This is an optimization exercise on Yosys and OpenROAD, whose aim is a short achievable clock period and few clock cycles, not a production implementation.
In this exercise RTL edits were held to simulation tests only and were not proved equivalent to the original.
Power is estimated from default activity; no workload was simulated.

== the reference run ==
// mini_mips_test_design
module mini_mips_test_design(
    input clk,
    input reset,
    input [7:0] memdata,
    output memwrite,
    output [7:0] adr,
    output [7:0] writedata
);
    localparam IB = 5;               
    localparam NE = 1 << IB;         
    localparam TB = 6 - IB;          
    localparam E_R = 0, E_LB = 1, E_SB = 2, E_BEQ = 3, E_J = 4;
    localparam EW = 40;
    localparam S_ST = 0, S_B2 = 1, S_B1 = 2, S_B0 = 3, S_MEM = 4;
    localparam M_X = 0, M_DEC = 3, M_R = 4;
    reg  [4:0]    st;
    reg  [4:0]    mode;
    reg  [5:0]    pcw;           
    reg  [5:0]    pcw1;          
    reg  [EW-1:0] cur;           
    reg  [7:0]    opa, opb;      
    reg  [EW-1:0] nxt;           
    reg           nxt_hit;
    reg  [5:0]    nxt_pc, nxt_pc1;
    reg  [5:0]    la_q;          
    reg  [4:0]    mk;            
    reg  [7:0]    adr_q, wdata_q;
    reg           mw_q;
    reg           ldw;           
    reg  [7:1]    mem_dest;
    reg  [5:0]    pf;            
    reg  [5:0]    pf1;           
    reg  [3:0]    pf_st;         
    reg  [4:0]    pf_mk;
    reg  [7:1]    pf_rs, pf_rt;
    reg  [2:0]    pf_dest;
    reg  [2:0]    pf_alu;
    reg           pf_own;        
    assign adr = adr_q;
  ...
clock: 5.0 ns
lec_check: 0
abc_clock_period_in_ps: 2000
cap_margin: 20
cell_pad_in_sites_detail_placement: 2
cell_pad_in_sites_global_placement: 2
core_margin: 2
core_utilization: 30
place_density: 0.4
setup_slack_margin: 2.6
slew_margin: 20
run.sh (not shown) runs the stock make flow with config.mk's settings and CLKGATE_MAP_FILE= SYNTH_SCRIPT=/design/flow/synth_recipe.tcl, a recipe that flattens the netlist after the stock synthesis.
Testbench counts of the reference run, summed over its fixed seeds: cycles 24,133.
Changes in the trial run relative to the reference run:
diff --git a/flow/design.v b/flow/design.v
--- a/flow/design.v
+++ b/flow/design.v
@@ -499,26 +499,25 @@
                     gn[j] = gg[j] | (pp[j] & gg[j-d]);
                     pn[j] = pp[j] & pp[j-d];
                 end
                 gg = gn;
                 pp = pn;
             end
             ks_add = p ^ {gg[6:0], cin};
         end
     endfunction
     reg [7:0] rf [1:7];
-    wire [63:8] rfv = {rf[7], rf[6], rf[5], rf[4], rf[3], rf[2], rf[1]};
-    function [7:0] rd_reg(input [7:1] sel, input [63:8] regs);
+    function [7:0] rd_reg(input [7:1] sel);
         integer j;
         begin
             rd_reg = 8'd0;
-            for (j = 1; j < 8; j = j + 1) rd_reg = rd_reg | (regs[8*j +: 8] & {8{sel[j]}});
+            for (j = 1; j < 8; j = j + 1) rd_reg = rd_reg | (rf[j] & {8{sel[j]}});
         end
     endfunction
     reg [EW-1:0] cdata [0:NE-1];
     reg [NE-1:0] cvalid;
     reg [TB-1:0] ctag [0:NE-1];
     wire [5:0] pcw2 = pcw1 + 6'd1;
     wire [5:0] tgt1 = c_tgt + 6'd1;
     wire [5:0] addrA  = la_q;
     wire [5:0] addrA1 = addrA + 6'd1;
     reg  [EW-1:0] entA;
@@ -666,22 +665,22 @@
             cvalid[wq_pc[IB-1:0]] <= 1'b1;
     end
     always @(posedge clk) begin
         if (wq_v) begin
             ctag[wq_pc[IB-1:0]]  <= wq_pc[5:IB];
             cdata[wq_pc[IB-1:0]] <= wq_ent;
         end
     end
     wire fwd_a = c_isR & |(c_dest & n_rs);
     wire fwd_b = c_isR & |(c_dest & n_rt);
-    wire [7:0] nxt_a = fwd_a ? alu : (ldw & |(mem_dest & n_rs)) ? memdata : rd_reg(n_rs, rfv);
-    wire [7:0] nxt_b = fwd_b ? alu : (ldw & |(mem_dest & n_rt)) ? memdata : rd_reg(n_rt, rfv);
+    wire [7:0] nxt_a = fwd_a ? alu : (ldw & |(mem_dest & n_rs)) ? memdata : rd_reg(n_rs);
+    wire [7:0] nxt_b = fwd_b ? alu : (ldw & |(mem_dest & n_rt)) ? memdata : rd_reg(n_rt);
     wire ovl = nxt_hit & ~(c_isLB & |(c_dest & (n_rs | n_rt)));
     task seq_next(input set_adr);
         begin
             pcw     <= pcw1;
             pcw1    <= pcw2;
             cur[4:0] <= 5'd0;
             nxt     <= entA;
             nxt_hit <= hitA;
             nxt_pc  <= pcw1;
             nxt_pc1 <= pcw2;
@@ -752,22 +751,22 @@
                 end else if (op_4) begin
                     st    <= 5'b00010;
                     adr_q <= {pcw, 2'b10};
                 end else begin
                     seq_next(1'b1);
                 end
             end else if (st[S_B2]) begin
                 cur[11:5]  <= dec_reg(memdata[7:5]);
                 cur[18:12] <= dec_reg(memdata[2:0]);
                 cur[21:19] <= memdata[2:0];
-                opa   <= rd_reg(dec_reg(memdata[7:5]), rfv);
-                opb   <= rd_reg(dec_reg(memdata[2:0]), rfv);
+                opa   <= rd_reg(dec_reg(memdata[7:5]));
+                opb   <= rd_reg(dec_reg(memdata[2:0]));
                 st    <= 5'b01000;
                 adr_q <= {pcw, 2'b00};
             end else if (st[S_B0] & mk[E_R]) begin
                 cur[24:22] <= dec_funct(memdata[5:0]);
                 st    <= 5'b00100;
                 adr_q <= {pcw, 2'b01};
             end else if (st[S_B1]) begin
                 st <= 5'b00001;
                 seq_next(1'b1);
             end else if (st[S_B0]) begin
Findings:
Worst setup slack: the trial run vs the reference run identical. The reference run → the trial run: share of the clock period used by the worst path stayed essentially flat; number of antenna diodes did not really move. Comparing the reference run against the trial run, there is no change at all in wire length of the first global-routing pass. Diff the trial run..the reference run | global-route usage | unchanged. The trial run against the reference run: number of standard cells after synthesis comparable, count of antenna-violating nets left after detailed routing comparable. On proportion of power drawn by the clock network, the trial run and the reference run are neck and neck. On combinational cell power, the reference run tracks the trial run almost exactly. Diff the trial run..the reference run | total core area | unchanged. On share of the core filled with cells, the trial run tracks the reference run almost exactly.
Testbench counts of the trial run, summed over its fixed seeds: cycles 24,133.

==> what the ideal ports hide <==
How much do the figures lean on ideal ports? The routed layouts below were timed once more, with nothing changed but the port constraints. Step 1: set_driving_cell puts a clkbuf_16 on clk and a buf_2 on each other input, an assumption about the parent block. Step 2 also shifts input and output timing later by t, the mid clock arrival at the registers, as if the neighbouring blocks saw the same clock. Three values: no drivers, after step 1, after step 2; two values: the first two.
| run | t (ns) | setup slack, ns | latest minus earliest clock arrival (ns) | worst data-port slew with drivers (ns) |
|---|---|---|---|---|
| the reference run | 0.911 | 1.965 / 1.965 / 1.399 | 0.078 / 0.077 | 0.04 |
| the trial run | 0.911 | 1.965 / 1.965 / 1.399 | 0.078 / 0.077 | 0.04 |
After both steps setup and hold are still met in every run listed.
